Source: an optimization exercise on an open RTL-to-GDS flow (aim: small area and a short achievable clock period). Production flows keep margins and buffers that such runs may drop.
At most, simulation tests tie the RTL to the original design; equivalence was not proved.
Power figures rest on the tool's default switching activity, not on a simulated workload.

willow:
// Microprocessor
module Microprocessor(
    output mem_write,
    output mem_read,
    output reg_write,
    output [1:0]op,
    output [6:0]reg_num,
    output [6:0]pc_high,
    output [6:0]pc_low,
    output [7:0]instruction_address,
    output [6:0]rwd_1,
    output [6:0]rwd_0,
    output [1:0]r_symbol,
    input oscillator,
    input reset,
    input [7:0]instruction
    );
For scale: ~2200 cells after synthesis, about 330 flip-flops, about 17000 um2 of cells after synthesis.
clock: 6.0 ns
lec_check: 0
abc_area: 1
cap_margin: 20
core_margin: 2
core_utilization: 55
setup_slack_margin: 2.5
slew_margin: 20
run.sh (not shown) runs the stock make flow with config.mk's settings and CLKGATE_MAP_FILE= SYNTH_SCRIPT=/design/flow/synth_recipe.tcl, a recipe that flattens the netlist after the stock synthesis.
Inputs modified between willow and zinc:
- CTS_CLUSTER_SIZE newly set to 30
- CTS_CLUSTER_DIAMETER newly set to 100
Notes after the runs:
Higher share of cells above drive strength 1 among zinc and willow: willow. Routed wire in zinc totals less than in willow. Comparing zinc with willow, the area fraction in compound gates after synthesis came out essentially unchanged. Diff willow -> zinc | sequential fraction of total cell area | increase of 2.7 points. Lower relative slew slack was reported by zinc, not willow. Against willow, zinc comes in 0.056 ns lower on shortest clock period the worst path allows after layout. [compare] base=willow new=zinc: arrival time of data at the critical path endpoint went down by 0.06 ns, number of non-clock buffers in the layout fell about 18%, setup slack saw an increase.
Function was not checked in any run of this note: the RTL went through the layout flow alone.

* * *

Setup of exp/nickel:
Another version of the RTL of Microprocessor (not shown whole).
For scale: ~2,100 cells after synthesis, roughly 310 flip-flops, ~60 I/O pins, about 16,000 sq um of cells after synthesis.
export LEC_CHECK = 0
export ABC_AREA = 1
export CAP_MARGIN = 20
export CORE_MARGIN = 2
export CORE_UTILIZATION = 55
export SETUP_SLACK_MARGIN = 2.5
export SLEW_MARGIN = 20
create_clock -name core_clock -period 6.0 [get_ports {oscillator}]
standard.sh (not shown) runs the stock make flow with config.mk's settings and CLKGATE_MAP_FILE= SYNTH_SCRIPT=/design/flow/synth_recipe.tcl, a recipe that flattens the netlist after the stock synthesis.
==> flow/flow/run.sh <==
#!/bin/bash
# Standard layout, with plain buffers (not delay cells) on the ports.
set -euo pipefail
export BUFFER_PORTS_ARGS="-buffer_cell sky130_fd_sc_hd__buf_2"
bash standard.sh finish > standard_flow.log 2>&1
Inputs modified between exp/nickel and exp/xenon:
# exp/nickel
export LEC_CHECK = 0
export ABC_AREA = 1
export CAP_MARGIN = 20
export CORE_MARGIN = 2
export CORE_UTILIZATION = 55
export SETUP_SLACK_MARGIN = 2.5
export SLEW_MARGIN = 20
create_clock -name core_clock -period 6.0 [get_ports {oscillator}]
# exp/xenon
export LEC_CHECK = 0
export ABC_AREA = 1
export CAP_MARGIN = 20
export CORE_MARGIN = 2
export CORE_UTILIZATION = 55
export CTS_BUF_LIST = sky130_fd_sc_hd__clkbuf_4 sky130_fd_sc_hd__clkbuf_8
export SETUP_SLACK_MARGIN = 3.0
export SLEW_MARGIN = 20
create_clock -name core_clock -period 6.0 [get_ports {oscillator}]
==> flow/run.sh (new file) <==
#!/bin/bash
# synth_recipe.tcl (not shown) runs the flow's synth.tcl, then flattens the netlist and writes it again
# the make line also repeats each setting of config.mk as NAME=value (left out here)
make -C /OpenROAD-flow-scripts/flow DESIGN_CONFIG=/design/flow/config.mk WORK_HOME=/design/flow/orfs CLKGATE_MAP_FILE= SYNTH_SCRIPT=/design/flow/synth_recipe.tcl finish
removed: flow/flow/run.sh
removed: flow/standard.sh
## What came out
The cell with the biggest individual delay on the critical path comes out sky130_fd_sc_hd__dfrtp_2 in one run and sky130_fd_sc_hd__fa_2 in the other, namely in exp/xenon and exp/nickel respectively. As of exp/xenon, power had risen by more than 10% compared to exp/nickel. Delta (exp/xenon minus exp/nickel): initial core utilization has remained practically unchanged, combinational power has increased, met2 track utilization from global routing has increased, minimum clock period after layout has remained practically unchanged. On maximum vdd drop: exp/xenon sits above exp/nickel. Share of layout cells above drive strength 1 in exp/xenon is 13 points above exp/nickel. exp/nickel ended up with disp[6]$_DFF_P_ as its end point of the critical path; exp/xenon ended up with pc_low[3]. exp/xenon vs. exp/nickel: number of multi-input combinational cells in the layout saw an increase; global-route usage up 1.2 points; area overhead of the layout relative to synthesis saw an increase; smallest hold slack has decreased.
[inputs] exp/ember vs exp/xenon
# exp/xenon
export LEC_CHECK = 0
export ABC_AREA = 1
export CAP_MARGIN = 20
export CORE_MARGIN = 2
export CORE_UTILIZATION = 55
export CTS_BUF_LIST = sky130_fd_sc_hd__clkbuf_4 sky130_fd_sc_hd__clkbuf_8
export SETUP_SLACK_MARGIN = 3.0
export SLEW_MARGIN = 20
create_clock -name core_clock -period 6.0 [get_ports {oscillator}]
# exp/ember
export LEC_CHECK = 0
export ABC_AREA = 1
export CAP_MARGIN = 20
export CORE_MARGIN = 2
export CORE_UTILIZATION = 55
export CTS_CLUSTER_DIAMETER = 70
export CTS_CLUSTER_SIZE = 25
export SETUP_SLACK_MARGIN = 3.0
export SLEW_MARGIN = 20
export TNS_END_PERCENT = 0
create_clock -name core_clock -period 6.0 [get_ports {oscillator}]
==> run notes <==
Share of the final layout cell area in sequential cells was higher in the run labelled exp/ember.
exp/xenon → exp/ember: pin count of the biggest net entering global routing now sits higher, met2 wire length fell 15%, worst setup slack moved up, finished layout cell area dropped 13%.
Here is what was changed in the inputs of exp/violet compared with exp/ember.
# exp/ember
export LEC_CHECK = 0
export ABC_AREA = 1
export CAP_MARGIN = 20
export CORE_MARGIN = 2
export CORE_UTILIZATION = 55
export CTS_CLUSTER_DIAMETER = 70
export CTS_CLUSTER_SIZE = 25
export SETUP_SLACK_MARGIN = 3.0
export SLEW_MARGIN = 20
export TNS_END_PERCENT = 0
create_clock -name core_clock -period 6.0 [get_ports {oscillator}]
# exp/violet
export LEC_CHECK = 0
export CAP_MARGIN = 20
export CORE_MARGIN = 2
export CORE_UTILIZATION = 55
export SETUP_SLACK_MARGIN = 2.5
export SLEW_MARGIN = 20
create_clock -name core_clock -period 6.0 [get_ports {oscillator}]
--- outcome ---
First-pass GRT wire length: exp/violet > exp/ember. Changes observed in exp/violet relative to exp/ember: final cell count saw a decrease; power saw an increase; die area picked up an extra 3.2%; final non-filler cell area grew by about 19%. Setup slack in exp/violet is smaller than in exp/ember. exp/violet against exp/ember: tightest slew margin relative to the limit moved down, simple-gate share of the synthesized area moved down, number of gates resized after cts moved down.

* * *

sierra:
Microprocessor, a different RTL version from the one above (not shown whole).
Size in the first run: roughly 320 flip-flops, roughly 0.017 mm^2 of cells after synthesis.
Settings: LEC_CHECK=0, ABC_AREA=1, CAP_MARGIN=20, CORE_MARGIN=2, CORE_UTILIZATION=55, CTS_CLUSTER_DIAMETER=70, CTS_CLUSTER_SIZE=25, GPL_ROUTABILITY_DRIVEN=0, SETUP_SLACK_MARGIN=3.0, SLEW_MARGIN=20, TNS_END_PERCENT=0; clock period 6.0 ns.
run.sh (not shown) runs the stock make flow with config.mk's settings and CLKGATE_MAP_FILE= SYNTH_SCRIPT=/design/flow/synth_recipe.tcl, a recipe that flattens the netlist after the stock synthesis.
Stock flow here: none of the scripts above is used.
sierra: no failed stages, no open violations at the end
Here is what was changed in the inputs of lagoon compared with sierra.
Settings: a change of SLEW_MARGIN from 20 to 10; a deleted GPL_ROUTABILITY_DRIVEN that had been 0; a change of CAP_MARGIN from 20 to 10.
## What came out
- The peak per-stage delay on the critical path reported for lagoon is greater than that of sierra by 0.31 ns.
- Critical path launch point = disp[4]$_DFF_P_: lagoon; critical path launch point = instruction[4]: sierra
- | cell area | sierra vs lagoon | ≈ equal |
- Share of the yosys chip area belonging to registers: sierra vs lagoon identical
Here is what was changed in the inputs of cedar compared with lagoon.
Settings: CAP_MARGIN changed from 10 to 20; CORE_UTILIZATION changed from 55 to 62; SLEW_MARGIN changed from 10 to 20.
==> run notes <==
Comparing lagoon and cedar, the higher worst setup slack was measured on lagoon. Clock insertion delay at the later pin of the skew report in cedar is 0.02 ns lower than in lagoon. Comparing lagoon and cedar, the lower part of the total power dissipated in the clock network is on cedar. cedar packs its core more tightly than lagoon. Final design instance area without fill ends up higher on lagoon.
The inputs of raven differ from those of cedar as listed below.
Settings: a change of CORE_UTILIZATION from 62 to 55.
==> comparison <==
The final layout from raven, which completed every stage, passed the timing, design-rule and antenna checks at the end of the flow.
Max proportion of layout cells with a drive suffix above 1 across raven and cedar: cedar
Against cedar, raven comes in about 5.4% higher on detailed-route wire length on metal 1.
raven vs cedar — transition time of the tightest slew-check pin dropped 0.11 ns.
Looking at non-clock buffer total of the final layout across raven and cedar, the one that comes out higher is cedar.

* * *

Setup of run 1:
Microprocessor again, from the RTL that the note above started with.
clock: 6.0 ns
lec_check: 0
abc_area: 1
cap_margin: 20
core_margin: 2
core_utilization: 55
cts_cluster_diameter: 70
cts_cluster_size: 25
place_density: 0.75
setup_slack_margin: 3.0
slew_margin: 20
tns_end_percent: 0
The inputs of run 2 differ from those of run 1 as listed below.
diff --git a/flow/config.mk b/flow/config.mk
--- a/flow/config.mk
+++ b/flow/config.mk
@@ -10,7 +10,6 @@
 export CORE_MARGIN = 2
 export CORE_UTILIZATION = 55
-export CTS_CLUSTER_DIAMETER = 70
-export CTS_CLUSTER_SIZE = 25
-export PLACE_DENSITY = 0.75
+export CTS_CLUSTER_DIAMETER = 80
+export CTS_CLUSTER_SIZE = 30
 export SETUP_SLACK_MARGIN = 3.0
 export SLEW_MARGIN = 20
Results
Relative to run 1, wire length increased by about 4% in run 2.
Taking run 1 as the reference, in run 2 power dropped about 2%, combinational share of power grew by 1.5 points, highest attainable clock frequency shows an increase of 2.1%, critical path depth now smaller.
Of run 1 and run 2, the higher met1 wire length belongs to run 2.
Changes in run 3 relative to run 2:
==> flow/flow/run.sh (new file) <==
#!/bin/bash
# Layout flow: the standard flow (standard.sh) with plain buf_2 cells
# buffering the ports instead of the delay cells buffer_ports picks by default.
# Its full output goes to layout.log here; ORFS's own logs are in orfs/logs.
set -euo pipefail
export BUFFER_PORTS_ARGS="-buffer_cell sky130_fd_sc_hd__buf_2"
bash standard.sh finish > layout.log 2>&1
==> flow/standard.sh (new file) <==
#!/bin/bash
# synth_recipe.tcl (not shown) runs the flow's synth.tcl, then flattens the netlist and writes it again
# the make line also repeats each setting of config.mk as NAME=value (left out here)
make -C /OpenROAD-flow-scripts/flow DESIGN_CONFIG=/design/flow/config.mk WORK_HOME=/design/flow/orfs CLKGATE_MAP_FILE= SYNTH_SCRIPT=/design/flow/synth_recipe.tcl "${@:-finish}"
diff --git a/flow/config.mk b/flow/config.mk
--- a/flow/config.mk
+++ b/flow/config.mk
@@ -10,7 +10,7 @@
 export CORE_MARGIN = 2
 export CORE_UTILIZATION = 55
-export CTS_CLUSTER_DIAMETER = 80
-export CTS_CLUSTER_SIZE = 30
-export SETUP_SLACK_MARGIN = 3.0
+export CTS_CLUSTER_DIAMETER = 70
+export CTS_CLUSTER_SIZE = 25
+export SETUP_SLACK_MARGIN = 2.75
 export SLEW_MARGIN = 20
 export TNS_END_PERCENT = 0
removed: flow/run.sh
[summary]
- Summary — buffer and inverter count on the worst path, run 3 relative to run 2: higher, by 1.
- On part of the cycle the worst path needs, run 2 and run 3 are neck and neck.
- Comparing run 2 and run 3, the lower area of combinational cells with multiple inputs was measured on run 2.
- Run 2 → run 3: total power consumption of the routed design up about 4%, total number of multi-input combinational cells neither gained nor lost much.
- The standard cells in run 3 occupy more silicon area than those in run 2 do.
- The via count of the first global-routing pass of run 3 exceeds that of run 2 by 123.
- Of the two values seen for capture point of the critical path, rwd_0[5] was produced by run 2 and r[2][7] by run 3.
- Part of the power in combinational logic, run 2 and run 3: larger value in run 2
- The lower total of cells resized after clock tree synthesis of run 2 and run 3 is in run 3.
- ~same final worst setup slack in run 2 and run 3
- Relative to run 2, detail-routed net length per standard cell has gone up in run 3.
#### Input delta (run 4 over run 3)
diff --git a/flow/config.mk b/flow/config.mk
--- a/flow/config.mk
+++ b/flow/config.mk
@@ -12,5 +12,5 @@
 export CTS_CLUSTER_DIAMETER = 70
 export CTS_CLUSTER_SIZE = 25
-export SETUP_SLACK_MARGIN = 2.75
+export SETUP_SLACK_MARGIN = 3.0
 export SLEW_MARGIN = 20
 export TNS_END_PERCENT = 0
==> run notes <==
Relative to run 3, wire length has increased by 2700 microns in run 4.
Going from run 3 to run 4, pin slew with the least headroom to its limit grows by 22 ps.
Count of clock-buffer cells in the layout: run 4 vs run 3 identical
Smallest hold slack: run 3 vs run 4, no meaningful difference
Lower design area goes to run 3 over run 4.
Relative to run 3, the aggregate global-route resource usage of run 4 is higher by 1.1 points.
Total design power (higher): run 4
Well tap count came out exactly the same in run 3 and run 4.

[port drivers added, routing unchanged]
No port has a modelled driver above. Below, the same layouts with a new extraction and two added sets of constraints. Step 1 sets driving cells, clkbuf_16 on the clock port and buf_2 on the other inputs (assumed; they add their load-dependent delay and slew). Step 2 times the ports against the registers' clock, not the clock port: input delays grow and output delays shrink by t, the midpoint of the rising clock arrivals with the driver on. Slacks: ideal ports / drivers / drivers and shift; pairs: ideal ports / drivers.
run	t (ns)	slack for setup (ns)	slew at the worst register clock pin (ns)
willow	0.589	2.384 / 2.392 / 1.804	0.06 / 0.06
zinc	0.570	2.440 / 2.446 / 1.876	0.12 / 0.12
exp/nickel	0.579	2.529 / 2.503 / 1.950	0.06 / 0.06
exp/xenon	0.631	2.532 / 2.479 / 2.149	0.07 / 0.07
exp/ember	0.599	2.601 / 2.547 / 2.084	0.10 / 0.10
exp/violet	0.572	1.864 / 1.876 / 1.304	0.07 / 0.07
sierra	0.607	2.742 / 2.709 / 2.148	0.10 / 0.10
lagoon	0.601	2.748 / 2.699 / 2.211	0.10 / 0.10
cedar	0.583	2.707 / 2.703 / 2.151	0.10 / 0.10
raven	0.601	2.748 / 2.699 / 2.211	0.10 / 0.10
run 1	0.587	2.698 / 2.695 / 2.128	0.10 / 0.10
run 2	0.579	2.765 / 2.715 / 2.215	0.12 / 0.12
run 3	0.613	2.764 / 2.770 / 2.157	0.10 / 0.10
run 4	0.613	2.836 / 2.822 / 2.209	0.10 / 0.10
After both steps setup and hold are still met in every run listed. For run 4, which loses most, drivers alone change the setup slack by -0.014 ns; drivers and shift together by -0.627 ns.
